This design comes from an exercise in tuning for small area, a short achievable clock period and few clock cycles on the open sky130 flow, not from production work. The RTL was checked by simulation tests, not by an equivalence proof against the original design. No activity file was given, so power comes from the tool's default toggle rates.

## flow/design.v (module list and top-level ports; edited modules follow where they fit)
// module CONV: 1304 lines
module CONV(
	input				clk,
	input				reset,
	output	reg			busy,
	input				ready,
	output	reg	[11:0]	iaddr,
	input		[19:0]	idata,
	output	reg  		cwr,
	output	reg [11:0]	caddr_wr,
	output	reg [19:0]	cdata_wr,
	output	reg 		crd,
	output		[11:0]	caddr_rd,
	input		[19:0] 	cdata_rd,
	output		[2:0] 	csel
	);
  // ...
==> flow/flow/run.sh <==
#!/bin/bash
export SETUP_SLACK_MARGIN=7
cp standard.sh standard_copy.sh.log 2>/dev/null
bash standard.sh > standard.log 2>&1
==> flow/standard.sh <==
#!/bin/bash
# synth_recipe.tcl (not shown) runs the flow's synth.tcl, then flattens the netlist and writes it again
# the make line also repeats each setting of config.mk as NAME=value (left out here)
make -C /OpenROAD-flow-scripts/flow DESIGN_CONFIG=/design/flow/config.mk WORK_HOME=/design/flow/orfs CLKGATE_MAP_FILE= SYNTH_SCRIPT=/design/flow/synth_recipe.tcl "${@:-finish}"
==> flow/config.mk <==
export PLATFORM = sky130hd
export DESIGN_NAME = CONV
export DESIGN_NICKNAME = CONV
export VERILOG_FILES = /design/flow/design.v
export SDC_FILE = /design/flow/constraint.sdc
export NUM_CORES = 4
export LEC_CHECK = 0
export ABC_CLOCK_PERIOD_IN_PS = 3000
export CAP_MARGIN = 20
export CORE_MARGIN = 2
export CORE_UTILIZATION = 40
export SLEW_MARGIN = 20
==> flow/constraint.sdc <==
create_clock -name core_clock -period 10.0 [get_ports {clk}]
set_input_delay 2.0000 -clock core_clock [delete_from_list [all_inputs] [get_ports {clk}]]
set_output_delay 2.0000 -clock core_clock [all_outputs]
set_load 0.01 [all_outputs]
==> results.sh, run 1 <==
export IMPL_outcome="finished clean"
export IMPL_fin_setup_tns_ns=0
export IMPL_yosys_top_cells_count="488 x inv_1, 346 x fa_1, 342 x dfxtp_1"
export IMPL_worstHoldStart="row0q"
export IMPL_p_comb_frac=0.133
export IMPL_cp_cell_sequence="nor3_2, nor3b_2, xor2_1, buf_2"
export IMPL_hold_depth=0
export IMPL_ctsResizeCount=773
export IMPL_ff2ff_path_depth=9
export IMPL_final_util=0.532
export IMPL_slew_violations=0
export IMPL_areaGrowthSynthToFinish_pct=31.1
export IMPL_use_met2=0.445
export IMPL_finalCriticalPeriod_ns=3.83
export IMPL_drv_cap=0
export IMPL_tightest_slew_ns=0.965
export IMPL_critPathMaxStageDelay_ns=0.43
export IMPL_drt_total_wl_mm=115
export IMPL_netlist_area_mm2=0.0297
export IMPL_clk_share=0.0455
export IMPL_power_frac_seq=0.414
export IMPL_syn_inst=3015
export IMPL_p_clk_frac=0.453
export IMPL_overflow=0
export IMPL_switchingPower_mw=1.14
Testbench counts, summed over its fixed seeds: cycles 146,796.
==> run 2: changes to the inputs <==
--- a/flow/design.v
+++ b/flow/design.v
@@ -5,17 +5,17 @@
 	output	reg			busy,
 	input				ready,
 	output	reg	[11:0]	iaddr,
 	input		[19:0]	idata,
 	output	reg  		cwr,
 	output	reg [11:0]	caddr_wr,
 	output	reg [19:0]	cdata_wr,
 	output	reg 		crd,
-	output		[11:0]	caddr_rd,
+	output	reg	[11:0]	caddr_rd,
 	input		[19:0] 	cdata_rd,
 	output		[2:0] 	csel
 	);
 reg  [12:0] L;         
 reg  [1:0]  ph;        
 reg         scan_done;
 reg         g;         
 wire        run = (busy | ready) & ~scan_done;
@@ -34,73 +34,60 @@
 		ph <= phn;
 		if (run & cend & L[12]) scan_done <= 1'b1;
 	end
 end
 always @(posedge clk) begin
 	iaddr <= {rown[5:0], Ln[5:0]};
 	g <= rown[6];
 end
-reg [19:0] p0;
-reg [2:0]  phq;        
-reg        vq, cendq, firstq, x0q, x62q, x63q, col0q, row0q;
-always @(posedge clk) begin
-	p0     <= g ? 20'd0 : idata;
-	phq    <= {ph == 2'd2, ph == 2'd1, ph == 2'd0};
-	cendq  <= cend;
-	firstq <= (ph == 2'd0) | ((L[12:6] == 7'd0) & (ph == 2'd1));
-	x0q    <= (L[5:0] == 6'd0);
-	x62q   <= (L[5:0] == 6'd62);
-	x63q   <= (L[5:0] == 6'd63);
-	col0q  <= (L == 13'd0);
-	row0q  <= (L[12:6] == 7'd0);
-end
 reg [19:0] p;
 reg [21:0] p3;
-reg        v1, cend1, first1, x62_1, x63_1, col0_1, row0_1;
+reg        v1, cend1, first1, x62_1, col0_1, row0_1, cinit1;
 reg [2:0] sL0;
 reg [2:0] sL1;
 reg [2:0] sC0;
 reg [2:0] sC1;
 reg [2:0] sR0;
 reg actR0;
 reg [2:0] sR1;
 reg actR1;
+wire [2:0]  phq = {ph == 2'd2, ph == 2'd1, ph == 2'd0};
+wire        x0q = (L[5:0] == 6'd0);
+wire [21:0] idata3 = {{2{idata[19]}}, idata} + {idata[19], idata, 1'b0};
 always @(posedge clk or posedge reset) begin
-	if (reset) begin
-		vq <= 1'b0;
-		v1 <= 1'b0;
-	end else begin
-		vq <= run;
-		v1 <= vq;
-	end
+	if (reset) v1 <= 1'b0;
+	else v1 <= run;
 end
 always @(posedge clk) begin
-	p      <= p0;
-	p3     <= {{2{p0[19]}}, p0} + {p0[19], p0, 1'b0};
-	cend1  <= cendq;
-	first1 <= firstq;
-	x62_1  <= x62q;
-	x63_1  <= x63q;
-	col0_1 <= col0q;
-	row0_1 <= row0q;
+	p      <= g ? 20'd0 : idata;
+	p3     <= g ? 22'd0 : idata3;
+	cend1  <= cend;
+	first1 <= (ph == 2'd0) | ((L[12:6] == 7'd0) & (ph == 2'd1));
+	x62_1  <= (L[5:0] == 6'd62);
+	col0_1 <= (L == 13'd0);
+	row0_1 <= (L[12:6] == 7'd0);
+	cinit1 <= (L[5:0] == 6'd0) & ((ph == 2'd0) | ((L[12:6] == 7'd0) & (ph == 2'd1)));
 	sL0 <= phq;
 	sL1 <= phq;
 	sC0 <= phq;
 	sC1 <= phq;
 	sR0 <= x0q ? 3'b000 : phq;
 	actR0 <= ~x0q;
 	sR1 <= x0q ? 3'b000 : phq;
 	actR1 <= ~x0q;
 end
-reg [35:0] A0s, A0c, A1s, A1c, A2s, A2c;   
+reg [35:0] RAs, RAc, RBs, RBc, RCs, RCc;
 wire [35:0] INJ = row0_1 ? (x62_1 ? 36'h47c816091 : 36'hb58421121) : (x62_1 ? 36'h6b13968a3 : 36'h8fada1933);
-wire [35:0] aLs = first1 ? INJ : A2s;
-wire [35:0] aLc = first1 ? 36'd0 : A2c;
-wire [35:0] CINIT = v1 ? 36'h41639f130 : 36'hd6a81f120;
+wire [35:0] aLs = first1 ? INJ : RCs;
+wire [35:0] aLc = first1 ? 36'd0 : RCc;
+wire [35:0] aCs = cinit1 ? (row0_1 ? 36'hd6a81f120 : 36'h41639f130) : first1 ? RCs : RBs;
+wire [35:0] aCc = cinit1 ? 36'd0 : first1 ? RCc : RBc;
+wire [35:0] aRs = first1 ? RBs : RAs;
+wire [35:0] aRc = first1 ? RBc : RAc;
 wire tL_w1 = (~p[0] & sL0[2]);
 wire tL_w2 = (~p[0] & sL0[0]) | (~p[1] & sL0[2]);
 wire tL_w3 = (~p[1] & sL0[0]) | (p[0] & sL0[1]) | (~p[2] & sL0[2]);
 wire tL_w4 = (~p[2] & sL0[0]) | (p[1] & sL0[1]) | (~p[3] & sL0[2]);
 wire tL_w5 = (~p[3] & sL0[0]) | (p[2] & sL0[1]) | (~p[4] & sL0[2]);
 wire tL_w6 = (~p[4] & sL0[0]) | (p[3] & sL0[1]) | (~p[5] & sL0[2]);
 wire tL_w7 = (~p[5] & sL0[0]) | (p[4] & sL0[1]) | (~p[6] & sL0[2]);
 wire tL_w8 = (~p[6] & sL0[0]) | (p[5] & sL0[1]) | (~p[7] & sL0[2]);
@@ -587,84 +574,84 @@
 wire tC_w120 = (p[12] & sC1[0]) | (~p[12] & sC1[1]) | (~p[13] & sC1[2]);
 wire tC_w121 = (p[13] & sC1[0]) | (~p[13] & sC1[1]) | (~p[14] & sC1[2]);
 wire tC_w122 = (p[14] & sC1[0]) | (~p[14] & sC1[1]) | (~p[15] & sC1[2]);
 wire tC_w123 = (p[15] & sC1[0]) | (~p[15] & sC1[1]) | (~p[16] & sC1[2]);
 wire tC_w124 = (p[16] & sC1[0]) | (~p[16] & sC1[1]) | (~p[17] & sC1[2]);
 wire tC_w125 = (p[17] & sC1[0]) | (~p[17] & sC1[1]) | (~p[18] & sC1[2]);
 wire tC_w126 = (p[18] & sC1[0]) | (~p[18] & sC1[1]) | (~p[19] & sC1[2]);
 wire tC_w127 = (~p[19] & sC1[0]) | (p[19] & (sC1[1] | sC1[2]));
-wire tC_w128 = A1s[12] ^ A1c[12];
-wire tC_w129 = A1s[12] & A1c[12];
-wire tC_w130 = A1s[13] ^ A1c[13] ^ tC_w14;
-wire tC_w131 = (A1s[13] & A1c[13]) | (A1s[13] & tC_w14) | (A1c[13] & tC_w14);
-wire tC_w132 = A1s[14] ^ A1c[14] ^ tC_w15;
-wire tC_w133 = (A1s[14] & A1c[14]) | (A1s[14] & tC_w15) | (A1c[14] & tC_w15);
+wire tC_w128 = aCs[12] ^ aCc[12];
+wire tC_w129 = aCs[12] & aCc[12];
+wire tC_w130 = aCs[13] ^ aCc[13] ^ tC_w14;
+wire tC_w131 = (aCs[13] & aCc[13]) | (aCs[13] & tC_w14) | (aCc[13] & tC_w14);
+wire tC_w132 = aCs[14] ^ aCc[14] ^ tC_w15;
+wire tC_w133 = (aCs[14] & aCc[14]) | (aCs[14] & tC_w15) | (aCc[14] & tC_w15);
 wire tC_w134 = tC_w33 ^ tC_w51;
 wire tC_w135 = tC_w33 & tC_w51;
-wire tC_w136 = A1s[15] ^ A1c[15] ^ tC_w16;
-wire tC_w137 = (A1s[15] & A1c[15]) | (A1s[15] & tC_w16) | (A1c[15] & tC_w16);
+wire tC_w136 = aCs[15] ^ aCc[15] ^ tC_w16;
+wire tC_w137 = (aCs[15] & aCc[15]) | (aCs[15] & tC_w16) | (aCc[15] & tC_w16);
 wire tC_w138 = tC_w34 ^ tC_w52 ^ tC_w71;
 wire tC_w139 = (tC_w34 & tC_w52) | (tC_w34 & tC_w71) | (tC_w52 & tC_w71);
-wire tC_w140 = A1s[16] ^ A1c[16] ^ tC_w17;
-wire tC_w141 = (A1s[16] & A1c[16]) | (A1s[16] & tC_w17) | (A1c[16] & tC_w17);
+wire tC_w140 = aCs[16] ^ aCc[16] ^ tC_w17;
+wire tC_w141 = (aCs[16] & aCc[16]) | (aCs[16] & tC_w17) | (aCc[16] & tC_w17);
 wire tC_w142 = tC_w35 ^ tC_w53 ^ tC_w72;
 wire tC_w143 = (tC_w35 & tC_w53) | (tC_w35 & tC_w72) | (tC_w53 & tC_w72);
-wire tC_w144 = A1s[17] ^ A1c[17] ^ tC_w18;
-wire tC_w145 = (A1s[17] & A1c[17]) | (A1s[17] & tC_w18) | (A1c[17] & tC_w18);
+wire tC_w144 = aCs[17] ^ aCc[17] ^ tC_w18;
+wire tC_w145 = (aCs[17] & aCc[17]) | (aCs[17] & tC_w18) | (aCc[17] & tC_w18);
 wire tC_w146 = tC_w36 ^ tC_w54 ^ tC_w73;
 wire tC_w147 = (tC_w36 & tC_w54) | (tC_w36 & tC_w73) | (tC_w54 & tC_w73);
-wire tC_w148 = A1s[18] ^ A1c[18] ^ tC_w19;
-wire tC_w149 = (A1s[18] & A1c[18]) | (A1s[18] & tC_w19) | (A1c[18] & tC_w19);
+wire tC_w148 = aCs[18] ^ aCc[18] ^ tC_w19;
+wire tC_w149 = (aCs[18] & aCc[18]) | (aCs[18] & tC_w19) | (aCc[18] & tC_w19);
 wire tC_w150 = tC_w37 ^ tC_w55 ^ tC_w74;
 wire tC_w151 = (tC_w37 & tC_w55) | (tC_w37 & tC_w74) | (tC_w55 & tC_w74);
-wire tC_w152 = A1s[19] ^ A1c[19] ^ tC_w20;
-wire tC_w153 = (A1s[19] & A1c[19]) | (A1s[19] & tC_w20) | (A1c[19] & tC_w20);
+wire tC_w152 = aCs[19] ^ aCc[19] ^ tC_w20;
+wire tC_w153 = (aCs[19] & aCc[19]) | (aCs[19] & tC_w20) | (aCc[19] & tC_w20);
 wire tC_w154 = tC_w38 ^ tC_w56 ^ tC_w75;
 wire tC_w155 = (tC_w38 & tC_w56) | (tC_w38 & tC_w75) | (tC_w56 & tC_w75);
-wire tC_w156 = A1s[20] ^ A1c[20] ^ tC_w39;
-wire tC_w157 = (A1s[20] & A1c[20]) | (A1s[20] & tC_w39) | (A1c[20] & tC_w39);
+wire tC_w156 = aCs[20] ^ aCc[20] ^ tC_w39;
+wire tC_w157 = (aCs[20] & aCc[20]) | (aCs[20] & tC_w39) | (aCc[20] & tC_w39);
 wire tC_w158 = tC_w57 ^ tC_w76;
 wire tC_w159 = tC_w57 & tC_w76;
-wire tC_w160 = A1s[21] ^ A1c[21] ^ tC_w40;
-wire tC_w161 = (A1s[21] & A1c[21]) | (A1s[21] & tC_w40) | (A1c[21] & tC_w40);
+wire tC_w160 = aCs[21] ^ aCc[21] ^ tC_w40;
+wire tC_w161 = (aCs[21] & aCc[21]) | (aCs[21] & tC_w40) | (aCc[21] & tC_w40);
 wire tC_w162 = tC_w58 ^ tC_w77;
 wire tC_w163 = tC_w58 & tC_w77;
-wire tC_w164 = A1s[22] ^ A1c[22] ^ tC_w59;
-wire tC_w165 = (A1s[22] & A1c[22]) | (A1s[22] & tC_w59) | (A1c[22] & tC_w59);
-wire tC_w166 = A1s[23] ^ A1c[23];
-wire tC_w167 = A1s[23] & A1c[23];
-wire tC_w168 = A1s[24] ^ A1c[24];
-wire tC_w169 = A1s[24] & A1c[24];
-wire tC_w170 = A1s[25] ^ A1c[25];
-wire tC_w171 = A1s[25] & A1c[25];
-wire tC_w172 = A1s[4] ^ A1c[4];
-wire tC_w173 = A1s[4] & A1c[4];
-wire tC_w174 = A1s[5] ^ A1c[5] ^ tC_w6;
-wire tC_w175 = (A1s[5] & A1c[5]) | (A1s[5] & tC_w6) | (A1c[5] & tC_w6);
-wire tC_w176 = A1s[6] ^ A1c[6] ^ tC_w7;
-wire tC_w177 = (A1s[6] & A1c[6]) | (A1s[6] & tC_w7) | (A1c[6] & tC_w7);
-wire tC_w178 = A1s[7] ^ A1c[7] ^ tC_w8;
-wire tC_w179 = (A1s[7] & A1c[7]) | (A1s[7] & tC_w8) | (A1c[7] & tC_w8);
+wire tC_w164 = aCs[22] ^ aCc[22] ^ tC_w59;
+wire tC_w165 = (aCs[22] & aCc[22]) | (aCs[22] & tC_w59) | (aCc[22] & tC_w59);
+wire tC_w166 = aCs[23] ^ aCc[23];
+wire tC_w167 = aCs[23] & aCc[23];
+wire tC_w168 = aCs[24] ^ aCc[24];
+wire tC_w169 = aCs[24] & aCc[24];
+wire tC_w170 = aCs[25] ^ aCc[25];
+wire tC_w171 = aCs[25] & aCc[25];
+wire tC_w172 = aCs[4] ^ aCc[4];
+wire tC_w173 = aCs[4] & aCc[4];
+wire tC_w174 = aCs[5] ^ aCc[5] ^ tC_w6;
+wire tC_w175 = (aCs[5] & aCc[5]) | (aCs[5] & tC_w6) | (aCc[5] & tC_w6);
+wire tC_w176 = aCs[6] ^ aCc[6] ^ tC_w7;
+wire tC_w177 = (aCs[6] & aCc[6]) | (aCs[6] & tC_w7) | (aCc[6] & tC_w7);
+wire tC_w178 = aCs[7] ^ aCc[7] ^ tC_w8;
+wire tC_w179 = (aCs[7] & aCc[7]) | (aCs[7] & tC_w8) | (aCc[7] & tC_w8);
 wire tC_w180 = tC_w26 ^ tC_w44;
 wire tC_w181 = tC_w26 & tC_w44;
-wire tC_w182 = A1s[8] ^ A1c[8] ^ tC_w9;
-wire tC_w183 = (A1s[8] & A1c[8]) | (A1s[8] & tC_w9) | (A1c[8] & tC_w9);
+wire tC_w182 = aCs[8] ^ aCc[8] ^ tC_w9;
+wire tC_w183 = (aCs[8] & aCc[8]) | (aCs[8] & tC_w9) | (aCc[8] & tC_w9);
 wire tC_w184 = tC_w27 ^ tC_w45 ^ tC_w64;
 wire tC_w185 = (tC_w27 & tC_w45) | (tC_w27 & tC_w64) | (tC_w45 & tC_w64);
-wire tC_w186 = A1s[9] ^ A1c[9] ^ tC_w10;
-wire tC_w187 = (A1s[9] & A1c[9]) | (A1s[9] & tC_w10) | (A1c[9] & tC_w10);
+wire tC_w186 = aCs[9] ^ aCc[9] ^ tC_w10;
+wire tC_w187 = (aCs[9] & aCc[9]) | (aCs[9] & tC_w10) | (aCc[9] & tC_w10);
 wire tC_w188 = tC_w28 ^ tC_w46 ^ tC_w65;
 wire tC_w189 = (tC_w28 & tC_w46) | (tC_w28 & tC_w65) | (tC_w46 & tC_w65);
-wire tC_w190 = A1s[10] ^ A1c[10] ^ tC_w11;
-wire tC_w191 = (A1s[10] & A1c[10]) | (A1s[10] & tC_w11) | (A1c[10] & tC_w11);
+wire tC_w190 = aCs[10] ^ aCc[10] ^ tC_w11;
+wire tC_w191 = (aCs[10] & aCc[10]) | (aCs[10] & tC_w11) | (aCc[10] & tC_w11);
 wire tC_w192 = tC_w29 ^ tC_w47 ^ tC_w66;
 wire tC_w193 = (tC_w29 & tC_w47) | (tC_w29 & tC_w66) | (tC_w47 & tC_w66);
-wire tC_w194 = A1s[11] ^ A1c[11] ^ tC_w12;
-wire tC_w195 = (A1s[11] & A1c[11]) | (A1s[11] & tC_w12) | (A1c[11] & tC_w12);
+wire tC_w194 = aCs[11] ^ aCc[11] ^ tC_w12;
+wire tC_w195 = (aCs[11] & aCc[11]) | (aCs[11] & tC_w12) | (aCc[11] & tC_w12);
 wire tC_w196 = tC_w30 ^ tC_w48 ^ tC_w67;
 wire tC_w197 = (tC_w30 & tC_w48) | (tC_w30 & tC_w67) | (tC_w48 & tC_w67);
 wire tC_w198 = tC_w128 ^ tC_w13 ^ tC_w31;
 wire tC_w199 = (tC_w128 & tC_w13) | (tC_w128 & tC_w31) | (tC_w13 & tC_w31);
 wire tC_w200 = tC_w49 ^ tC_w68 ^ tC_w87;
 wire tC_w201 = (tC_w49 & tC_w68) | (tC_w49 & tC_w87) | (tC_w68 & tC_w87);
 wire tC_w202 = tC_w129 ^ tC_w130 ^ tC_w32;
 wire tC_w203 = (tC_w129 & tC_w130) | (tC_w129 & tC_w32) | (tC_w130 & tC_w32);
@@ -713,42 +700,42 @@
 wire tC_w246 = tC_w167 ^ tC_w168 ^ tC_w61;
 wire tC_w247 = (tC_w167 & tC_w168) | (tC_w167 & tC_w61) | (tC_w168 & tC_w61);
 wire tC_w248 = tC_w80 ^ tC_w99 ^ tC_w117;
 wire tC_w249 = (tC_w80 & tC_w99) | (tC_w80 & tC_w117) | (tC_w99 & tC_w117);
 wire tC_w250 = tC_w169 ^ tC_w170 ^ tC_w62;
 wire tC_w251 = (tC_w169 & tC_w170) | (tC_w169 & tC_w62) | (tC_w170 & tC_w62);
 wire tC_w252 = tC_w81 ^ tC_w100 ^ tC_w118;
 wire tC_w253 = (tC_w81 & tC_w100) | (tC_w81 & tC_w118) | (tC_w100 & tC_w118);
-wire tC_w254 = tC_w171 ^ A1s[26] ^ A1c[26];
-wire tC_w255 = (tC_w171 & A1s[26]) | (tC_w171 & A1c[26]) | (A1s[26] & A1c[26]);
+wire tC_w254 = tC_w171 ^ aCs[26] ^ aCc[26];
+wire tC_w255 = (tC_w171 & aCs[26]) | (tC_w171 & aCc[26]) | (aCs[26] & aCc[26]);
 wire tC_w256 = tC_w82 ^ tC_w101 ^ tC_w119;
 wire tC_w257 = (tC_w82 & tC_w101) | (tC_w82 & tC_w119) | (tC_w101 & tC_w119);
-wire tC_w258 = A1s[27] ^ A1c[27] ^ tC_w83;
-wire tC_w259 = (A1s[27] & A1c[27]) | (A1s[27] & tC_w83) | (A1c[27] & tC_w83);
+wire tC_w258 = aCs[27] ^ aCc[27] ^ tC_w83;
+wire tC_w259 = (aCs[27] & aCc[27]) | (aCs[27] & tC_w83) | (aCc[27] & tC_w83);
 wire tC_w260 = tC_w102 ^ tC_w120;
 wire tC_w261 = tC_w102 & tC_w120;
-wire tC_w262 = A1s[28] ^ A1c[28] ^ tC_w84;
-wire tC_w263 = (A1s[28] & A1c[28]) | (A1s[28] & tC_w84) | (A1c[28] & tC_w84);
+wire tC_w262 = aCs[28] ^ aCc[28] ^ tC_w84;
+wire tC_w263 = (aCs[28] & aCc[28]) | (aCs[28] & tC_w84) | (aCc[28] & tC_w84);
 wire tC_w264 = tC_w103 ^ tC_w121;
 wire tC_w265 = tC_w103 & tC_w121;
-wire tC_w266 = A1s[29] ^ A1c[29] ^ tC_w85;
-wire tC_w267 = (A1s[29] & A1c[29]) | (A1s[29] & tC_w85) | (A1c[29] & tC_w85);
+wire tC_w266 = aCs[29] ^ aCc[29] ^ tC_w85;
+wire tC_w267 = (aCs[29] & aCc[29]) | (aCs[29] & tC_w85) | (aCc[29] & tC_w85);
 wire tC_w268 = tC_w104 ^ tC_w122;
 wire tC_w269 = tC_w104 & tC_w122;
-wire tC_w270 = A1s[30] ^ A1c[30] ^ tC_w86;
-wire tC_w271 = (A1s[30] & A1c[30]) | (A1s[30] & tC_w86) | (A1c[30] & tC_w86);
+wire tC_w270 = aCs[30] ^ aCc[30] ^ tC_w86;
+wire tC_w271 = (aCs[30] & aCc[30]) | (aCs[30] & tC_w86) | (aCc[30] & tC_w86);
 wire tC_w272 = tC_w105 ^ tC_w123;
 wire tC_w273 = tC_w105 & tC_w123;
-wire tC_w274 = A1s[31] ^ A1c[31] ^ tC_w106;
-wire tC_w275 = (A1s[31] & A1c[31]) | (A1s[31] & tC_w106) | (A1c[31] & tC_w106);
-wire tC_w276 = A1s[2] ^ A1c[2];
-wire tC_w277 = A1s[2] & A1c[2];
-wire tC_w278 = A1s[3] ^ A1c[3] ^ tC_w4;
-wire tC_w279 = (A1s[3] & A1c[3]) | (A1s[3] & tC_w4) | (A1c[3] & tC_w4);
+wire tC_w274 = aCs[31] ^ aCc[31] ^ tC_w106;
+wire tC_w275 = (aCs[31] & aCc[31]) | (aCs[31] & tC_w106) | (aCc[31] & tC_w106);
+wire tC_w276 = aCs[2] ^ aCc[2];
+wire tC_w277 = aCs[2] & aCc[2];
+wire tC_w278 = aCs[3] ^ aCc[3] ^ tC_w4;
+wire tC_w279 = (aCs[3] & aCc[3]) | (aCs[3] & tC_w4) | (aCc[3] & tC_w4);
 wire tC_w280 = tC_w172 ^ tC_w5 ^ tC_w23;
 wire tC_w281 = (tC_w172 & tC_w5) | (tC_w172 & tC_w23) | (tC_w5 & tC_w23);
 wire tC_w282 = tC_w173 ^ tC_w174 ^ tC_w24;
 wire tC_w283 = (tC_w173 & tC_w174) | (tC_w173 & tC_w24) | (tC_w174 & tC_w24);
 wire tC_w284 = tC_w175 ^ tC_w176 ^ tC_w25;
 wire tC_w285 = (tC_w175 & tC_w176) | (tC_w175 & tC_w25) | (tC_w176 & tC_w25);
 wire tC_w286 = tC_w177 ^ tC_w178 ^ tC_w180;
 wire tC_w287 = (tC_w177 & tC_w178) | (tC_w177 & tC_w180) | (tC_w178 & tC_w180);
@@ -795,26 +782,26 @@
 wire tC_w328 = tC_w259 ^ tC_w261 ^ tC_w262;
 wire tC_w329 = (tC_w259 & tC_w261) | (tC_w259 & tC_w262) | (tC_w261 & tC_w262);
 wire tC_w330 = tC_w263 ^ tC_w265 ^ tC_w266;
 wire tC_w331 = (tC_w263 & tC_w265) | (tC_w263 & tC_w266) | (tC_w265 & tC_w266);
 wire tC_w332 = tC_w267 ^ tC_w269 ^ tC_w270;
 wire tC_w333 = (tC_w267 & tC_w269) | (tC_w267 & tC_w270) | (tC_w269 & tC_w270);
 wire tC_w334 = tC_w271 ^ tC_w273 ^ tC_w274;
 wire tC_w335 = (tC_w271 & tC_w273) | (tC_w271 & tC_w274) | (tC_w273 & tC_w274);
-wire tC_w336 = tC_w275 ^ A1s[32] ^ A1c[32];
-wire tC_w337 = (tC_w275 & A1s[32]) | (tC_w275 & A1c[32]) | (A1s[32] & A1c[32]);
-wire tC_w338 = A1s[33] ^ A1c[33];
-wire tC_w339 = A1s[33] & A1c[33];
-wire tC_w340 = A1s[34] ^ A1c[34];
-wire tC_w341 = A1s[34] & A1c[34];
-wire tC_w342 = A1s[0] ^ A1c[0];
-wire tC_w343 = A1s[0] & A1c[0];
-wire tC_w344 = A1s[1] ^ A1c[1] ^ tC_w2;
-wire tC_w345 = (A1s[1] & A1c[1]) | (A1s[1] & tC_w2) | (A1c[1] & tC_w2);
+wire tC_w336 = tC_w275 ^ aCs[32] ^ aCc[32];
+wire tC_w337 = (tC_w275 & aCs[32]) | (tC_w275 & aCc[32]) | (aCs[32] & aCc[32]);
+wire tC_w338 = aCs[33] ^ aCc[33];
+wire tC_w339 = aCs[33] & aCc[33];
+wire tC_w340 = aCs[34] ^ aCc[34];
+wire tC_w341 = aCs[34] & aCc[34];
+wire tC_w342 = aCs[0] ^ aCc[0];
+wire tC_w343 = aCs[0] & aCc[0];
+wire tC_w344 = aCs[1] ^ aCc[1] ^ tC_w2;
+wire tC_w345 = (aCs[1] & aCc[1]) | (aCs[1] & tC_w2) | (aCc[1] & tC_w2);
 wire tC_w346 = tC_w276 ^ tC_w3 ^ tC_w21;
 wire tC_w347 = (tC_w276 & tC_w3) | (tC_w276 & tC_w21) | (tC_w3 & tC_w21);
 wire tC_w348 = tC_w277 ^ tC_w278 ^ tC_w22;
 wire tC_w349 = (tC_w277 & tC_w278) | (tC_w277 & tC_w22) | (tC_w278 & tC_w22);
 wire tC_w350 = tC_w279 ^ tC_w280 ^ tC_w41;
 wire tC_w351 = (tC_w279 & tC_w280) | (tC_w279 & tC_w41) | (tC_w280 & tC_w41);
 wire tC_w352 = tC_w281 ^ tC_w282 ^ tC_w42;
 wire tC_w353 = (tC_w281 & tC_w282) | (tC_w281 & tC_w42) | (tC_w282 & tC_w42);
@@ -871,18 +858,18 @@
 wire tC_w404 = tC_w333 ^ tC_w334 ^ tC_w124;
 wire tC_w405 = (tC_w333 & tC_w334) | (tC_w333 & tC_w124) | (tC_w334 & tC_w124);
 wire tC_w406 = tC_w335 ^ tC_w336 ^ tC_w125;
 wire tC_w407 = (tC_w335 & tC_w336) | (tC_w335 & tC_w125) | (tC_w336 & tC_w125);
 wire tC_w408 = tC_w337 ^ tC_w338 ^ tC_w126;
 wire tC_w409 = (tC_w337 & tC_w338) | (tC_w337 & tC_w126) | (tC_w338 & tC_w126);
 wire tC_w410 = tC_w339 ^ tC_w340 ^ tC_w127;
 wire tC_w411 = (tC_w339 & tC_w340) | (tC_w339 & tC_w127) | (tC_w340 & tC_w127);
-wire tC_w412 = tC_w341 ^ A1s[35] ^ A1c[35];
-wire tC_w413 = (tC_w341 & A1s[35]) | (tC_w341 & A1c[35]) | (A1s[35] & A1c[35]);
+wire tC_w412 = tC_w341 ^ aCs[35] ^ aCc[35];
+wire tC_w413 = (tC_w341 & aCs[35]) | (tC_w341 & aCc[35]) | (aCs[35] & aCc[35]);
 wire [35:0] tCs = {tC_w411, tC_w409, tC_w407, tC_w405, tC_w403, tC_w401, tC_w399, tC_w397, tC_w395, tC_w393, tC_w391, tC_w389, tC_w387, tC_w385, tC_w383, tC_w381, tC_w379, tC_w377, tC_w375, tC_w373, tC_w371, tC_w369, tC_w367, tC_w365, tC_w363, tC_w361, tC_w359, tC_w357, tC_w355, tC_w353, tC_w351, tC_w349, tC_w347, tC_w345, tC_w343, tC_w342};
 wire [35:0] tCc = {tC_w412, tC_w410, tC_w408, tC_w406, tC_w404, tC_w402, tC_w400, tC_w398, tC_w396, tC_w394, tC_w392, tC_w390, tC_w388, tC_w386, tC_w384, tC_w382, tC_w380, tC_w378, tC_w376, tC_w374, tC_w372, tC_w370, tC_w368, tC_w366, tC_w364, tC_w362, tC_w360, tC_w358, tC_w356, tC_w354, tC_w352, tC_w350, tC_w348, tC_w346, tC_w344, tC_w1};
 wire tR_w1 = (p3[0] & sR0[0]) | (p[0] & sR0[2]);
 wire tR_w2 = (p3[1] & sR0[0]) | (p[1] & sR0[2]);
 wire tR_w3 = (p3[2] & sR0[0]) | (p[0] & sR0[1]) | (p[2] & sR0[2]);
 wire tR_w4 = (p3[3] & sR0[0]) | (p[1] & sR0[1]) | (p[3] & sR0[2]);
 wire tR_w5 = (p3[4] & sR0[0]) | (p[2] & sR0[1]) | (p[4] & sR0[2]);
 wire tR_w6 = (p3[5] & sR0[0]) | (p[3] & sR0[1]) | (p[5] & sR0[2]);
@@ -986,58 +973,58 @@
 wire tR_w104 = (p3[14] & sR1[0]) | (~p[12] & sR1[1]) | (~p3[14] & sR1[2]);
 wire tR_w105 = (p3[15] & sR1[0]) | (~p[13] & sR1[1]) | (~p3[15] & sR1[2]);
 wire tR_w106 = (p3[16] & sR1[0]) | (~p[14] & sR1[1]) | (~p3[16] & sR1[2]);
 wire tR_w107 = (p3[17] & sR1[0]) | (~p[15] & sR1[1]) | (~p3[17] & sR1[2]);
 wire tR_w108 = (p3[18] & sR1[0]) | (~p[16] & sR1[1]) | (~p3[18] & sR1[2]);
 wire tR_w109 = (p3[19] & sR1[0]) | (~p[17] & sR1[1]) | (~p3[19] & sR1[2]);
 wire tR_w110 = (p3[20] & sR1[0]) | (~p[18] & sR1[1]) | (~p3[20] & sR1[2]);
 wire tR_w111 = (~p3[21] & sR1[0]) | (p[19] & sR1[1]) | (p3[21] & sR1[2]);
-wire tR_w112 = A0s[13] ^ A0c[13];
-wire tR_w113 = A0s[13] & A0c[13];
-wire tR_w114 = A0s[14] ^ A0c[14] ^ tR_w15;
-wire tR_w115 = (A0s[14] & A0c[14]) | (A0s[14] & tR_w15) | (A0c[14] & tR_w15);
-wire tR_w116 = A0s[15] ^ A0c[15] ^ tR_w16;
-wire tR_w117 = (A0s[15] & A0c[15]) | (A0s[15] & tR_w16) | (A0c[15] & tR_w16);
-wire tR_w118 = A0s[16] ^ A0c[16] ^ tR_w17;
-wire tR_w119 = (A0s[16] & A0c[16]) | (A0s[16] & tR_w17) | (A0c[16] & tR_w17);
-wire tR_w120 = A0s[17] ^ A0c[17] ^ tR_w18;
-wire tR_w121 = (A0s[17] & A0c[17]) | (A0s[17] & tR_w18) | (A0c[17] & tR_w18);
-wire tR_w122 = A0s[18] ^ A0c[18] ^ tR_w19;
-wire tR_w123 = (A0s[18] & A0c[18]) | (A0s[18] & tR_w19) | (A0c[18] & tR_w19);
-wire tR_w124 = A0s[19] ^ A0c[19] ^ tR_w20;
-wire tR_w125 = (A0s[19] & A0c[19]) | (A0s[19] & tR_w20) | (A0c[19] & tR_w20);
-wire tR_w126 = A0s[20] ^ A0c[20] ^ tR_w21;
-wire tR_w127 = (A0s[20] & A0c[20]) | (A0s[20] & tR_w21) | (A0c[20] & tR_w21);
-wire tR_w128 = A0s[21] ^ A0c[21] ^ tR_w22;
-wire tR_w129 = (A0s[21] & A0c[21]) | (A0s[21] & tR_w22) | (A0c[21] & tR_w22);
-wire tR_w130 = A0s[22] ^ A0c[22];
-wire tR_w131 = A0s[22] & A0c[22];
-wire tR_w132 = A0s[23] ^ A0c[23];
-wire tR_w133 = A0s[23] & A0c[23];
-wire tR_w134 = A0s[24] ^ A0c[24];
-wire tR_w135 = A0s[24] & A0c[24];
-wire tR_w136 = A0s[25] ^ A0c[25];
-wire tR_w137 = A0s[25] & A0c[25];
-wire tR_w138 = A0s[7] ^ A0c[7];
-wire tR_w139 = A0s[7] & A0c[7];
-wire tR_w140 = A0s[8] ^ A0c[8] ^ tR_w9;
-wire tR_w141 = (A0s[8] & A0c[8]) | (A0s[8] & tR_w9) | (A0c[8] & tR_w9);
-wire tR_w142 = A0s[9] ^ A0c[9] ^ tR_w10;
-wire tR_w143 = (A0s[9] & A0c[9]) | (A0s[9] & tR_w10) | (A0c[9] & tR_w10);
-wire tR_w144 = A0s[10] ^ A0c[10] ^ tR_w11;
-wire tR_w145 = (A0s[10] & A0c[10]) | (A0s[10] & tR_w11) | (A0c[10] & tR_w11);
+wire tR_w112 = aRs[13] ^ aRc[13];
+wire tR_w113 = aRs[13] & aRc[13];
+wire tR_w114 = aRs[14] ^ aRc[14] ^ tR_w15;
+wire tR_w115 = (aRs[14] & aRc[14]) | (aRs[14] & tR_w15) | (aRc[14] & tR_w15);
+wire tR_w116 = aRs[15] ^ aRc[15] ^ tR_w16;
+wire tR_w117 = (aRs[15] & aRc[15]) | (aRs[15] & tR_w16) | (aRc[15] & tR_w16);
+wire tR_w118 = aRs[16] ^ aRc[16] ^ tR_w17;
+wire tR_w119 = (aRs[16] & aRc[16]) | (aRs[16] & tR_w17) | (aRc[16] & tR_w17);
+wire tR_w120 = aRs[17] ^ aRc[17] ^ tR_w18;
+wire tR_w121 = (aRs[17] & aRc[17]) | (aRs[17] & tR_w18) | (aRc[17] & tR_w18);
+wire tR_w122 = aRs[18] ^ aRc[18] ^ tR_w19;
+wire tR_w123 = (aRs[18] & aRc[18]) | (aRs[18] & tR_w19) | (aRc[18] & tR_w19);
+wire tR_w124 = aRs[19] ^ aRc[19] ^ tR_w20;
+wire tR_w125 = (aRs[19] & aRc[19]) | (aRs[19] & tR_w20) | (aRc[19] & tR_w20);
+wire tR_w126 = aRs[20] ^ aRc[20] ^ tR_w21;
+wire tR_w127 = (aRs[20] & aRc[20]) | (aRs[20] & tR_w21) | (aRc[20] & tR_w21);
+wire tR_w128 = aRs[21] ^ aRc[21] ^ tR_w22;
+wire tR_w129 = (aRs[21] & aRc[21]) | (aRs[21] & tR_w22) | (aRc[21] & tR_w22);
+wire tR_w130 = aRs[22] ^ aRc[22];
+wire tR_w131 = aRs[22] & aRc[22];
+wire tR_w132 = aRs[23] ^ aRc[23];
+wire tR_w133 = aRs[23] & aRc[23];
+wire tR_w134 = aRs[24] ^ aRc[24];
+wire tR_w135 = aRs[24] & aRc[24];
+wire tR_w136 = aRs[25] ^ aRc[25];
+wire tR_w137 = aRs[25] & aRc[25];
+wire tR_w138 = aRs[7] ^ aRc[7];
+wire tR_w139 = aRs[7] & aRc[7];
+wire tR_w140 = aRs[8] ^ aRc[8] ^ tR_w9;
+wire tR_w141 = (aRs[8] & aRc[8]) | (aRs[8] & tR_w9) | (aRc[8] & tR_w9);
+wire tR_w142 = aRs[9] ^ aRc[9] ^ tR_w10;
+wire tR_w143 = (aRs[9] & aRc[9]) | (aRs[9] & tR_w10) | (aRc[9] & tR_w10);
+wire tR_w144 = aRs[10] ^ aRc[10] ^ tR_w11;
+wire tR_w145 = (aRs[10] & aRc[10]) | (aRs[10] & tR_w11) | (aRc[10] & tR_w11);
 wire tR_w146 = tR_w30 ^ tR_w49;
 wire tR_w147 = tR_w30 & tR_w49;
-wire tR_w148 = A0s[11] ^ A0c[11] ^ tR_w12;
-wire tR_w149 = (A0s[11] & A0c[11]) | (A0s[11] & tR_w12) | (A0c[11] & tR_w12);
+wire tR_w148 = aRs[11] ^ aRc[11] ^ tR_w12;
+wire tR_w149 = (aRs[11] & aRc[11]) | (aRs[11] & tR_w12) | (aRc[11] & tR_w12);
 wire tR_w150 = tR_w31 ^ tR_w50 ^ tR_w69;
 wire tR_w151 = (tR_w31 & tR_w50) | (tR_w31 & tR_w69) | (tR_w50 & tR_w69);
-wire tR_w152 = A0s[12] ^ A0c[12] ^ tR_w13;
-wire tR_w153 = (A0s[12] & A0c[12]) | (A0s[12] & tR_w13) | (A0c[12] & tR_w13);
+wire tR_w152 = aRs[12] ^ aRc[12] ^ tR_w13;
+wire tR_w153 = (aRs[12] & aRc[12]) | (aRs[12] & tR_w13) | (aRc[12] & tR_w13);
 wire tR_w154 = tR_w32 ^ tR_w51 ^ tR_w70;
 wire tR_w155 = (tR_w32 & tR_w51) | (tR_w32 & tR_w70) | (tR_w51 & tR_w70);
 wire tR_w156 = tR_w112 ^ tR_w14 ^ tR_w33;
 wire tR_w157 = (tR_w112 & tR_w14) | (tR_w112 & tR_w33) | (tR_w14 & tR_w33);
 wire tR_w158 = tR_w52 ^ tR_w71 ^ tR_w90;
 wire tR_w159 = (tR_w52 & tR_w71) | (tR_w52 & tR_w90) | (tR_w71 & tR_w90);
 wire tR_w160 = tR_w113 ^ tR_w114 ^ tR_w34;
 wire tR_w161 = (tR_w113 & tR_w114) | (tR_w113 & tR_w34) | (tR_w114 & tR_w34);
@@ -1082,42 +1069,42 @@
 wire tR_w200 = tR_w133 ^ tR_w134 ^ tR_w44;
 wire tR_w201 = (tR_w133 & tR_w134) | (tR_w133 & tR_w44) | (tR_w134 & tR_w44);
 wire tR_w202 = tR_w63 ^ tR_w82 ^ tR_w101;
 wire tR_w203 = (tR_w63 & tR_w82) | (tR_w63 & tR_w101) | (tR_w82 & tR_w101);
 wire tR_w204 = tR_w135 ^ tR_w136 ^ tR_w45;
 wire tR_w205 = (tR_w135 & tR_w136) | (tR_w135 & tR_w45) | (tR_w136 & tR_w45);
 wire tR_w206 = tR_w64 ^ tR_w83 ^ tR_w102;
 wire tR_w207 = (tR_w64 & tR_w83) | (tR_w64 & tR_w102) | (tR_w83 & tR_w102);
-wire tR_w208 = tR_w137 ^ A0s[26] ^ A0c[26];
-wire tR_w209 = (tR_w137 & A0s[26]) | (tR_w137 & A0c[26]) | (A0s[26] & A0c[26]);
+wire tR_w208 = tR_w137 ^ aRs[26] ^ aRc[26];
+wire tR_w209 = (tR_w137 & aRs[26]) | (tR_w137 & aRc[26]) | (aRs[26] & aRc[26]);
 wire tR_w210 = tR_w65 ^ tR_w84 ^ tR_w103;
 wire tR_w211 = (tR_w65 & tR_w84) | (tR_w65 & tR_w103) | (tR_w84 & tR_w103);
-wire tR_w212 = A0s[27] ^ A0c[27] ^ tR_w66;
-wire tR_w213 = (A0s[27] & A0c[27]) | (A0s[27] & tR_w66) | (A0c[27] & tR_w66);
+wire tR_w212 = aRs[27] ^ aRc[27] ^ tR_w66;
+wire tR_w213 = (aRs[27] & aRc[27]) | (aRs[27] & tR_w66) | (aRc[27] & tR_w66);
 wire tR_w214 = tR_w85 ^ tR_w104;
 wire tR_w215 = tR_w85 & tR_w104;
-wire tR_w216 = A0s[28] ^ A0c[28] ^ tR_w67;
-wire tR_w217 = (A0s[28] & A0c[28]) | (A0s[28] & tR_w67) | (A0c[28] & tR_w67);
+wire tR_w216 = aRs[28] ^ aRc[28] ^ tR_w67;
+wire tR_w217 = (aRs[28] & aRc[28]) | (aRs[28] & tR_w67) | (aRc[28] & tR_w67);
 wire tR_w218 = tR_w86 ^ tR_w105;
 wire tR_w219 = tR_w86 & tR_w105;
-wire tR_w220 = A0s[29] ^ A0c[29] ^ tR_w87;
-wire tR_w221 = (A0s[29] & A0c[29]) | (A0s[29] & tR_w87) | (A0c[29] & tR_w87);
-wire tR_w222 = A0s[30] ^ A0c[30];
-wire tR_w223 = A0s[30] & A0c[30];
-wire tR_w224 = A0s[31] ^ A0c[31];
-wire tR_w225 = A0s[31] & A0c[31];
-wire tR_w226 = A0s[3] ^ A0c[3];
-wire tR_w227 = A0s[3] & A0c[3];
-wire tR_w228 = A0s[4] ^ A0c[4] ^ tR_w5;
-wire tR_w229 = (A0s[4] & A0c[4]) | (A0s[4] & tR_w5) | (A0c[4] & tR_w5);
-wire tR_w230 = A0s[5] ^ A0c[5] ^ tR_w6;
-wire tR_w231 = (A0s[5] & A0c[5]) | (A0s[5] & tR_w6) | (A0c[5] & tR_w6);
-wire tR_w232 = A0s[6] ^ A0c[6] ^ tR_w7;
-wire tR_w233 = (A0s[6] & A0c[6]) | (A0s[6] & tR_w7) | (A0c[6] & tR_w7);
+wire tR_w220 = aRs[29] ^ aRc[29] ^ tR_w87;
+wire tR_w221 = (aRs[29] & aRc[29]) | (aRs[29] & tR_w87) | (aRc[29] & tR_w87);
+wire tR_w222 = aRs[30] ^ aRc[30];
+wire tR_w223 = aRs[30] & aRc[30];
+wire tR_w224 = aRs[31] ^ aRc[31];
+wire tR_w225 = aRs[31] & aRc[31];
+wire tR_w226 = aRs[3] ^ aRc[3];
+wire tR_w227 = aRs[3] & aRc[3];
+wire tR_w228 = aRs[4] ^ aRc[4] ^ tR_w5;
+wire tR_w229 = (aRs[4] & aRc[4]) | (aRs[4] & tR_w5) | (aRc[4] & tR_w5);
+wire tR_w230 = aRs[5] ^ aRc[5] ^ tR_w6;
+wire tR_w231 = (aRs[5] & aRc[5]) | (aRs[5] & tR_w6) | (aRc[5] & tR_w6);
+wire tR_w232 = aRs[6] ^ aRc[6] ^ tR_w7;
+wire tR_w233 = (aRs[6] & aRc[6]) | (aRs[6] & tR_w7) | (aRc[6] & tR_w7);
 wire tR_w234 = tR_w138 ^ tR_w8 ^ tR_w27;
 wire tR_w235 = (tR_w138 & tR_w8) | (tR_w138 & tR_w27) | (tR_w8 & tR_w27);
 wire tR_w236 = tR_w139 ^ tR_w140 ^ tR_w28;
 wire tR_w237 = (tR_w139 & tR_w140) | (tR_w139 & tR_w28) | (tR_w140 & tR_w28);
 wire tR_w238 = tR_w141 ^ tR_w142 ^ tR_w29;
 wire tR_w239 = (tR_w141 & tR_w142) | (tR_w141 & tR_w29) | (tR_w142 & tR_w29);
 wire tR_w240 = tR_w143 ^ tR_w144 ^ tR_w146;
 wire tR_w241 = (tR_w143 & tR_w144) | (tR_w143 & tR_w146) | (tR_w144 & tR_w146);
@@ -1158,28 +1145,28 @@
 wire tR_w276 = tR_w213 ^ tR_w215 ^ tR_w216;
 wire tR_w277 = (tR_w213 & tR_w215) | (tR_w213 & tR_w216) | (tR_w215 & tR_w216);
 wire tR_w278 = tR_w217 ^ tR_w219 ^ tR_w220;
 wire tR_w279 = (tR_w217 & tR_w219) | (tR_w217 & tR_w220) | (tR_w219 & tR_w220);
 wire tR_w280 = tR_w221 ^ tR_w222 ^ tR_w88;
 wire tR_w281 = (tR_w221 & tR_w222) | (tR_w221 & tR_w88) | (tR_w222 & tR_w88);
 wire tR_w282 = tR_w223 ^ tR_w224 ^ tR_w89;
 wire tR_w283 = (tR_w223 & tR_w224) | (tR_w223 & tR_w89) | (tR_w224 & tR_w89);
-wire tR_w284 = tR_w225 ^ A0s[32] ^ A0c[32];
-wire tR_w285 = (tR_w225 & A0s[32]) | (tR_w225 & A0c[32]) | (A0s[32] & A0c[32]);
-wire tR_w286 = A0s[33] ^ A0c[33];
-wire tR_w287 = A0s[33] & A0c[33];
-wire tR_w288 = A0s[34] ^ A0c[34];
-wire tR_w289 = A0s[34] & A0c[34];
-wire tR_w290 = A0s[0] ^ A0c[0];
-wire tR_w291 = A0s[0] & A0c[0];
-wire tR_w292 = A0s[1] ^ A0c[1] ^ tR_w2;
-wire tR_w293 = (A0s[1] & A0c[1]) | (A0s[1] & tR_w2) | (A0c[1] & tR_w2);
-wire tR_w294 = A0s[2] ^ A0c[2] ^ tR_w3;
-wire tR_w295 = (A0s[2] & A0c[2]) | (A0s[2] & tR_w3) | (A0c[2] & tR_w3);
+wire tR_w284 = tR_w225 ^ aRs[32] ^ aRc[32];
+wire tR_w285 = (tR_w225 & aRs[32]) | (tR_w225 & aRc[32]) | (aRs[32] & aRc[32]);
+wire tR_w286 = aRs[33] ^ aRc[33];
+wire tR_w287 = aRs[33] & aRc[33];
+wire tR_w288 = aRs[34] ^ aRc[34];
+wire tR_w289 = aRs[34] & aRc[34];
+wire tR_w290 = aRs[0] ^ aRc[0];
+wire tR_w291 = aRs[0] & aRc[0];
+wire tR_w292 = aRs[1] ^ aRc[1] ^ tR_w2;
+wire tR_w293 = (aRs[1] & aRc[1]) | (aRs[1] & tR_w2) | (aRc[1] & tR_w2);
+wire tR_w294 = aRs[2] ^ aRc[2] ^ tR_w3;
+wire tR_w295 = (aRs[2] & aRc[2]) | (aRs[2] & tR_w3) | (aRc[2] & tR_w3);
 wire tR_w296 = tR_w226 ^ tR_w4 ^ tR_w23;
 wire tR_w297 = (tR_w226 & tR_w4) | (tR_w226 & tR_w23) | (tR_w4 & tR_w23);
 wire tR_w298 = tR_w227 ^ tR_w228 ^ tR_w24;
 wire tR_w299 = (tR_w227 & tR_w228) | (tR_w227 & tR_w24) | (tR_w228 & tR_w24);
 wire tR_w300 = tR_w229 ^ tR_w230 ^ tR_w25;
 wire tR_w301 = (tR_w229 & tR_w230) | (tR_w229 & tR_w25) | (tR_w230 & tR_w25);
 wire tR_w302 = tR_w231 ^ tR_w232 ^ tR_w26;
 wire tR_w303 = (tR_w231 & tR_w232) | (tR_w231 & tR_w26) | (tR_w232 & tR_w26);
@@ -1234,72 +1221,68 @@
 wire tR_w352 = tR_w281 ^ tR_w282 ^ tR_w108;
 wire tR_w353 = (tR_w281 & tR_w282) | (tR_w281 & tR_w108) | (tR_w282 & tR_w108);
 wire tR_w354 = tR_w283 ^ tR_w284 ^ tR_w109;
 wire tR_w355 = (tR_w283 & tR_w284) | (tR_w283 & tR_w109) | (tR_w284 & tR_w109);
 wire tR_w356 = tR_w285 ^ tR_w286 ^ tR_w110;
 wire tR_w357 = (tR_w285 & tR_w286) | (tR_w285 & tR_w110) | (tR_w286 & tR_w110);
 wire tR_w358 = tR_w287 ^ tR_w288 ^ tR_w111;
 wire tR_w359 = (tR_w287 & tR_w288) | (tR_w287 & tR_w111) | (tR_w288 & tR_w111);
-wire tR_w360 = tR_w289 ^ A0s[35] ^ A0c[35];
-wire tR_w361 = (tR_w289 & A0s[35]) | (tR_w289 & A0c[35]) | (A0s[35] & A0c[35]);
+wire tR_w360 = tR_w289 ^ aRs[35] ^ aRc[35];
+wire tR_w361 = (tR_w289 & aRs[35]) | (tR_w289 & aRc[35]) | (aRs[35] & aRc[35]);
 wire [35:0] tRs = {tR_w359, tR_w357, tR_w355, tR_w353, tR_w351, tR_w349, tR_w347, tR_w345, tR_w343, tR_w341, tR_w339, tR_w337, tR_w335, tR_w333, tR_w331, tR_w329, tR_w327, tR_w325, tR_w323, tR_w321, tR_w319, tR_w317, tR_w315, tR_w313, tR_w311, tR_w309, tR_w307, tR_w305, tR_w303, tR_w301, tR_w299, tR_w297, tR_w295, tR_w293, tR_w291, tR_w290};
 wire [35:0] tRc = {tR_w360, tR_w358, tR_w356, tR_w354, tR_w352, tR_w350, tR_w348, tR_w346, tR_w344, tR_w342, tR_w340, tR_w338, tR_w336, tR_w334, tR_w332, tR_w330, tR_w328, tR_w326, tR_w324, tR_w322, tR_w320, tR_w318, tR_w316, tR_w314, tR_w312, tR_w310, tR_w308, tR_w306, tR_w304, tR_w302, tR_w300, tR_w298, tR_w296, tR_w294, tR_w292, tR_w1};
-wire a1init = ~v1 | (cend1 & x63_1);
 always @(posedge clk) begin
-	A0s <= cend1 ? tCs : tRs;
-	A0c <= cend1 ? tCc : tRc;
-	A2s <= cend1 ? tRs : tLs;
-	A2c <= cend1 ? tRc : tLc;
-	A1s <= a1init ? CINIT : cend1 ? tLs : tCs;
-	A1c <= a1init ? 36'd0 : cend1 ? tLc : tCc;
+	RAs <= tRs;
+	RAc <= tRc;
+	RBs <= tCs;
+	RBc <= tCc;
+	RCs <= tLs;
+	RCc <= tLc;
 end
 reg         e2;        
 reg         csel1;     
-reg         pr1, pr2, pr3, q;
+reg         pr1, pr2, q;
 reg  [11:0] oa;        
-reg  [19:0] M, Rr;
-wire [35:0] osum = A2s + A2c;
+reg  [19:0] M;
+wire [35:0] osum = RAs + RAc;
 assign csel = {1'b0, csel1, 1'b1};
-assign caddr_rd = {caddr_wr[11:6] - 6'd1, caddr_wr[5:1], pr2};
 wire pair_start = cwr & ~csel1 & caddr_wr[6] & ~caddr_wr[0];
 wire pair_end   = cwr & ~csel1 & caddr_wr[6] &  caddr_wr[0];
-wire [19:0] mr = (Rr > M) ? Rr : M;
+wire [19:0] mr = (cdata_rd > M) ? cdata_rd : M;
 wire [19:0] mw = (cdata_wr > M) ? cdata_wr : M;
 always @(posedge clk or posedge reset) begin
 	if (reset) begin
 		busy <= 1'b0;
 		cwr <= 1'b0;
 		e2 <= 1'b0;
 		crd <= 1'b0;
 		pr1 <= 1'b0;
 		pr2 <= 1'b0;
-		pr3 <= 1'b0;
 		q <= 1'b0;
 	end else begin
 		if (ready & ~scan_done) busy <= 1'b1;
 		e2 <= v1 & cend1 & ~col0_1;
 		pr1 <= pair_start;
 		pr2 <= pr1;
-		pr3 <= pr2;
 		crd <= pair_start | pr1;
 		q <= pair_end;
 		cwr <= e2 | q;
 		if (cwr & csel1 & (caddr_wr[9:0] == 10'd1023)) busy <= 1'b0;
 	end
 end
 always @(posedge clk) begin
-	Rr <= cdata_rd;
+	caddr_rd <= {caddr_wr[11:6] - 6'd1, caddr_wr[5:1], pr1};
 	if (!busy) oa <= 12'd0;
 	else if (e2) oa <= oa + 12'd1;
 	if (e2) begin
 		csel1 <= 1'b0;
 		caddr_wr <= oa;
 		cdata_wr <= osum[35] ? 20'd0 : osum[35:16];
 	end else if (q) begin
 		csel1 <= 1'b1;
 		caddr_wr <= {2'b00, caddr_wr[11:7], caddr_wr[5:1]};
 		cdata_wr <= mw;
 	end
 	if (pair_start) M <= cdata_wr;
-	else if (pr2 | pr3) M <= mr;
+	else if (pr1 | pr2) M <= mr;
 end
 endmodule
==> flow/flow/run.sh (replaced) <==
#!/bin/bash
export SETUP_SLACK_MARGIN=6.5
bash standard.sh > standard.log 2>&1
==> run 2 against run 1 <==
  * Power down 23%
  * Via count down 14%
  * Wire length down 24%
  * Critical path type is now in2reg
  * Critical endpoint is now g
==> results.sh, run 2 <==
export IMPL_outcome="finished clean"
export IMPL_crit_start="ready"
export IMPL_final_cell_mix="436 x inv_1, 344 x fa_1, 293 x dfxtp_1"
export IMPL_power_density_mw_per_mm2=103
export IMPL_core_mm2=0.0700
export IMPL_die_h_um=270
export IMPL_finalCriticalPeriod_ns=3.60
export IMPL_vias_per_cell=5.47
export IMPL_drt_initial_drc_count=2054
export IMPL_r2r_setup_slack_ns=6.57
export IMPL_critPathRequiredTime_ns=10.52
export IMPL_hp_class="reg2reg"
export IMPL_ctsHtreeMaxLevel=2
export IMPL_firstDrtPassIters=9
export IMPL_vdd_drop_max_uv=107
export IMPL_final_setup_worst_slack_ns=6.40
export IMPL_clk_pin_slew_ns=0.06
export IMPL_yosysSeqAreaShare=0.292
export IMPL_slew_headroom=0.345
export IMPL_netlist_area_mm2=0.0283
export IMPL_finClkSkew_ns=0.0174
export IMPL_cp_data_arrival_time_ns=4.12
export IMPL_yosysTopAreaCell="fa_1"
export IMPL_ys_top_cells_by_area="fa_1 24%, dfxtp_1 22%, ha_1 6.9%"
export IMPL_rows=97
export IMPL_synthFlopType="dfxtp_1"
export IMPL_async_reset_ff_frac=0.0630
export IMPL_nNetsFinal=3484
export IMPL_cp_cell_sequence="buf_6, o21ai_4, nor2_4, and2_4, xor2_4, inv_2, ha_4, inv_4, ha_4, a21o_1, a21oi_2, o21bai_1, a21oi_1, xor2_1, xnor2_1"
export IMPL_final_layout_size_suffix_gt1_frac=0.139
export IMPL_ios=105
export IMPL_crit_family="compound AO/OA/AOI/OAI gates"
export IMPL_cp_slowest_cell="ha_4"
export IMPL_port_buffers=102
export IMPL_ff2ff_path_depth=7
export IMPL_cts_buffer_depth=3
export IMPL_yosys_top_cells_count="445 x inv_1, 346 x fa_1, 305 x dfxtp_1"
export IMPL_start_util=0.404
export IMPL_place_worst_setup_slack_ns=5.18
export IMPL_overflow=0
export IMPL_crit_fanout=4
export IMPL_cp_common_cell="ha_4"
export IMPL_setup_worst_path_end_class="flop"
export IMPL_drt_total_wl_mm=87.2
export IMPL_synth_enable_flop_cells=52
export IMPL_synthDominantCellAreaShare=0.245
export IMPL_numCtsBuffers=45
export IMPL_report_final_hold_viol_count=0
export IMPL_vias=21400
export IMPL_synth_fp_nets=3399
export IMPL_synth_distinct_cells=82
export IMPL_leakage_nw=15.0
export IMPL_grt_pass1_vias=22300
export IMPL_hold_depth=0
export IMPL_drv_cap=0
export IMPL_grt_max_degree=80
export IMPL_fill_cells=6514
export IMPL_period_share=0.360
export IMPL_path_buf_inv=3
export IMPL_cts_root_buf="clkbuf_16"
export IMPL_critPathMaxStageDelay_ns=0.27
export IMPL_ys_warn_count=1
export IMPL_track_usage=0.238
export IMPL_syn_inst=2853
export IMPL_ant_nets=0
export IMPL_cts_sinks=381
export IMPL_syn_area_per_cell_um2=9.92
export IMPL_cts_tree="built"
export IMPL_dpl_hpwl_mm=65.5
export IMPL_fmax_ghz=0.278
export IMPL_r2r_start="p[14]"
export IMPL_worst_setup_path_start_kind="input pin"
export IMPL_slew_violations=0
export IMPL_setup_viol=0
export IMPL_finalPower_mw=3.39
export IMPL_routabilityCongestion=0.953
export IMPL_grt_pass1_wl_mm=134
export IMPL_insertion_delay_ns=0.59
export IMPL_final_common_cell="inv_1"
export IMPL_areaGrowthSynthToFinish_pct=16.3
export IMPL_worstHoldStart="pr1"
export IMPL_rsz0062_at_grt="yes"
export IMPL_yosysMostFrequentCell="inv_1"
export IMPL_hold_path_end="caddr_rd[0]"
export IMPL_fin_setup_tns_ns=0
export IMPL_path_class="in2reg"
export IMPL_hold_ws_ns=0.418
export IMPL_tightest_slew_ns=0.983
export IMPL_wire_per_inst_um=22.3
export IMPL_die_area_mm2=0.0729
export IMPL_ys_ff_latch=381
export IMPL_drc=0
export IMPL_antenna_found_initial=2
export IMPL_die_width_um=270
export IMPL_r2r_end="RCc[16]"
export IMPL_ctsHoldBuffers=0
-- run 2: cell types whose count changed after synthesis, moves of 18 or more --
cell and delta:
a22oi_1 -20, and2_1 +18, dfxtp_1 -37, inv_1 -43
mux2_2 -56, nand2_1 -74, nand2b_1 +27, nand3_1 +23
o21ai_0 -29
-- run 2: cell type report --
type | instances | area [um2] | share of cell area
Clock buffer | 60 | 1290 | 0.0393
Inverter | 450 | 1710 | 0.0519
Antenna cell | 2 | 5.00 | 0.000152
Sequential cell | 381 | 8300 | 0.252
Multi-Input combinational cell | 1878 | 18400 | 0.558
Clock inverter | 23 | 251 | 0.00764
Timing Repair Buffer | 182 | 1820 | 0.0554
Tap cell | 940 | 1180 | 0.0357
-- run 2: cell families after synthesis --
| logic type | after synthesis | synth area share |
|---|---|---|
| simple gates | 675 | 0.117 |
| fa+ha+maj | 503 | 0.314 |
| buf+inv | 598 | 0.0809 |
| mux | 171 | 0.0648 |
| xor+xnor | 67 | 0.0207 |
| flops | 381 | 0.292 |
| compound gates | 456 | 0.110 |
| other cells | 2 | 0.000265 |
-- run 2: layer usage --
| layer | track usage | up-vias | wire length (um) |
|---|---|---|---|
| met3 | 0.0508 | 172 | 8070 |
| li1 | - | 9593 | - |
| met1 | 0.341 | 10700 | 38900 |
| met4 | 0.0716 | 0 | 2800 |
| met5 | 0 | - | 0 |
| met2 | 0.359 | 1006 | 37400 |
-- run 2: stage by stage --
step	cells	instance area [um2]	utilization
2_1_floorplan	2853	28500	-
3_3_place_gp	3768	30200	0.432
3_5_place_dp	3768	30200	0.432
4_1_cts	3893	32400	0.463
5_1_grt	3915	32900	0.470
6_report	3916	32900	0.470
-- run 2: worst max-delay path by stage --
stage,end,depth (start not counted)
finish,g,15
global route,p3[20],12
CTS,g,15
global placement,g,15
floorplan,g,14
detailed placement,g,15
-- run 2: repair_timing --
item	4_1_cts	5_1_grt
hold endpoints to repair	0	0
pin swaps	31	42
endpoints found under the setup margin	177	83
cloned	5	4
buffers inserted	37	17
gates resized for setup	145	83
-- run 2: power by group --
part	internal (mW)	switching [mW]
logic	0.0633	0.0560
clock network	1.00	0.723
registers	1.55	0
Testbench counts of run 2, summed over its fixed seeds: cycles 146,784.
==> run 3: changes to the inputs <==
==> flow/flow/run.sh (replaced) <==
#!/bin/bash
export SETUP_SLACK_MARGIN=7.0
bash standard.sh > standard.log 2>&1
==> run 3 against run 2 <==
  * Still clean on timing, DRC and antenna
  * Hold slack improved by 0.0056 ns
  * Critical path depth decreased by 3
  * Final area increased by 11%
  * Largest cell class unchanged
==> results.sh, run 3 <==
export IMPL_outcome="finished clean"
export IMPL_report_final_hold_viol_count=0
export IMPL_slew_violations=0
export IMPL_drt_initial_drc_count=2450
export IMPL_synth_top_family_by_area="adder cells"
export IMPL_final_cell_mix="372 x inv_1, 270 x dfxtp_1, 263 x fa_1"
export IMPL_async_reset_ff_frac=0.0630
export IMPL_rows=97
export IMPL_drc=0
export IMPL_cts_root_buf="clkbuf_16"
export IMPL_antenna_found_initial=0
export IMPL_slew_headroom=0.404
export IMPL_synth_adder_area_share=0.314
export IMPL_ys_top_cells_by_area="fa_1 24%, dfxtp_1 22%, ha_1 6.9%"
export IMPL_cts_tree="built"
export IMPL_ys_warn_count=1
export IMPL_port_buffers=102
export IMPL_synthFlopType="dfxtp_1"
export IMPL_antennaDiodeCount=0
export IMPL_clk_pin_slew_ns=0.06
export IMPL_yosys_top_cells_count="445 x inv_1, 346 x fa_1, 305 x dfxtp_1"
export IMPL_netlist_area_mm2=0.0283
export IMPL_core_mm2=0.0700
export IMPL_insertion_delay_ns=0.59
export IMPL_ios=105
export IMPL_die_area_mm2=0.0729
export IMPL_numCtsBuffers=46
export IMPL_stdcell_area_mm2=0.0367
export IMPL_syn_inst=2853
export IMPL_synth_enable_flop_cells=52
export IMPL_crit_fanout=3
export IMPL_synthSimpleGateAreaFrac=0.117
export IMPL_cts_sinks=381
export IMPL_drv_cap=0
export IMPL_finalPower_mw=3.40
export IMPL_die_width_um=270
export IMPL_ctsHtreeMaxLevel=2
export IMPL_power_density_mw_per_mm2=92.8
export IMPL_leakage_nw=16.6
export IMPL_drt_total_wl_mm=95.1
export IMPL_wire_per_inst_um=23.0
export IMPL_yosysSeqAreaShare=0.292
export IMPL_final_common_cell="inv_1"
export IMPL_cp_cell_sequence="buf_8, buf_12, ha_4, a211oi_4, o211ai_1, a221oi_4, a21oi_2, and4_1, o31a_1, o21a_1, o21ai_1, a21oi_1"
export IMPL_syn_area_per_cell_um2=9.92
export IMPL_nNetsFinal=3695
export IMPL_period_share=0.364
export IMPL_dpl_hpwl_mm=65.5
export IMPL_yosysMostFrequentCell="inv_1"
export IMPL_routabilityCongestion=0.947
export IMPL_vias_per_cell=5.51
export IMPL_die_h_um=270
export IMPL_vias=22700
export IMPL_overflow=0
export IMPL_fin_setup_tns_ns=0
export IMPL_ant_nets=0
export IMPL_grt_max_degree=75
export IMPL_synth_fp_nets=3399
export IMPL_areaGrowthSynthToFinish_pct=29.5
export IMPL_firstDrtPassIters=9
export IMPL_setup_worst_path_end_class="flop"
export IMPL_final_layout_size_suffix_gt1_frac=0.296
export IMPL_synth_distinct_cells=82
export IMPL_cts_buffer_depth=3
export IMPL_fill_cells=6104
export IMPL_finalCriticalPeriod_ns=3.64
export IMPL_worst_setup_path_start_kind="input pin"
export IMPL_synth_compound_area_share=0.110
export IMPL_synth_xor_area_frac=0.0207
export IMPL_critPathMaxStageDelay_ns=0.32
export IMPL_hold_ws_ns=0.423
export IMPL_cp_slowest_cell="a221oi_4"
export IMPL_critPathRequiredTime_ns=10.45
export IMPL_grt_pass1_vias=23600
export IMPL_yosysTopAreaCell="fa_1"
export IMPL_setup_viol=0
export IMPL_synth_mux_area_fraction=0.0648
export IMPL_finClkSkew_ns=0.0214
export IMPL_cp_data_arrival_time_ns=4.09
export IMPL_path_class="in2reg"
export IMPL_start_util=0.404
export IMPL_hp_class="reg2reg"
export IMPL_track_usage=0.253
export IMPL_synthDominantCellAreaShare=0.245
export IMPL_rsz0062_at_grt="yes"
export IMPL_fmax_ghz=0.275
export IMPL_ys_ff_latch=381
export IMPL_vdd_drop_max_uv=104
export IMPL_grt_pass1_wl_mm=142
export IMPL_tightest_slew_ns=0.894
export IMPL_placed_area_mm2=0.0306
==> run 3: worst paths after layout <==
| check | from | endpoint | slack, ns | depth (start not counted) |
|---|---|---|---|---|
| min in group asynchronous | reset | pr1 | 1.81 | 2 |
| hold / removal | pr1 | caddr_rd[0] | 0.42 | 0 |
| max in group asynchronous | reset | e2 | 7.76 | 2 |
| setup reg to reg | L[5] | iaddr[11] | 6.56 | 18 |
| setup / recovery | idata[2] | p3[20] | 6.36 | 12 |
| hold reg to reg | pr1 | caddr_rd[0] | 0.42 | 0 |
==> run 3: cell families after synthesis <==
kind of cell	after synthesis
muxes	171
AOI/OAI and AO/OA	456
buffers and inverters	598
adders and majority gates	503
DFF	381
xor gates and xnor gates	67
and+or+nand+nor	675
other	2
==> run 3: worst max-delay path: cells and delay by family <==
| kind | cells | cell delay [ns] |
|---|---|---|
| compound gates | 8 | 1.53 |
| buf+inv | 2 | 0.22 |
| fa+ha+maj | 1 | 0.17 |
| simple gates | 1 | 0.17 |
==> run 3: area by class of cell <==
class	instances	area, um2	area share
clock buffers	64	1350	0.0368
clock inverters	21	208	0.00566
flip-flops and latches	381	8340	0.228
multi-input cells	1879	19500	0.531
inverters	450	1750	0.0477
repair buffers	391	4390	0.120
well taps	940	1180	0.0321
==> run 3: layer usage <==
| metal | vias to the layer above | part of all wire | global-route usage |
|---|---|---|---|
| met2 | 1290 | 0.43 | 0.381 |
| met1 | 11100 | 0.42 | 0.352 |
| li1 | 10000 | - | - |
| met5 | - | 0 | 0 |
| met4 | 0 | 0.047 | 0.102 |
| met3 | 294 | 0.11 | 0.0578 |
==> run 3: where the power goes <==
part	internal, mW	switching, mW
registers	1.55	0
logic	0.0671	0.0594
clock network	1.02	0.705
total	2.64	0.764
==> run 3: what timing repair did <==
item,in CTS,in global routing
cloned,29,14
buffers inserted,145,79
pin swaps,159,135
hold buffers,0,0
endpoints found under the setup margin,329,240
resized for setup,652,201
==> run 3: metrics by stage <==
| step | instances | worst slack, ns | util |
|---|---|---|---|
| 6_report | 4126 | 6.36 | 0.524 |
| 5_1_grt | 4126 | 6.26 | 0.524 |
| 4_1_cts | 4033 | 6.27 | 0.500 |
| 3_5_place_dp | 3774 | 5.17 | 0.436 |
| 3_3_place_gp | 3774 | 5.22 | 0.436 |
| 2_1_floorplan | 2853 | 6.01 | - |

-- re-timing with driven ports --
Ports are ideal in the flow. The routed layouts listed here were re-timed in OpenROAD.
Step 1 assumes that a clkbuf_16 drives the clock port and a buf_2 every other input.
Step 2 also shifts input and output timing later by t, the mid clock arrival at the registers, as if the neighbouring blocks saw the same clock.
Three values: ideal, step 1, step 2; two values: the first two.
| run | t (ns) | setup WS [ns] | worst hold slack (ns) | worst setup path at the end |
|---|---|---|---|---|
| run 1 | 0.697 | 6.173 / 6.097 / 5.736 | 0.323 / 0.323 / 0.323 | input to register |
| run 2 | 0.645 | 6.401 / 6.432 / 5.787 | 0.418 / 0.418 / 0.418 | input to register |
| run 3 | 0.644 | 6.360 / 6.383 / 5.739 | 0.423 / 0.423 / 0.423 | input to register |
After both steps every run listed still meets setup and hold. The setup slack of run 3, which loses most, moves by +0.023 ns with the drivers and by -0.621 ns with both steps.
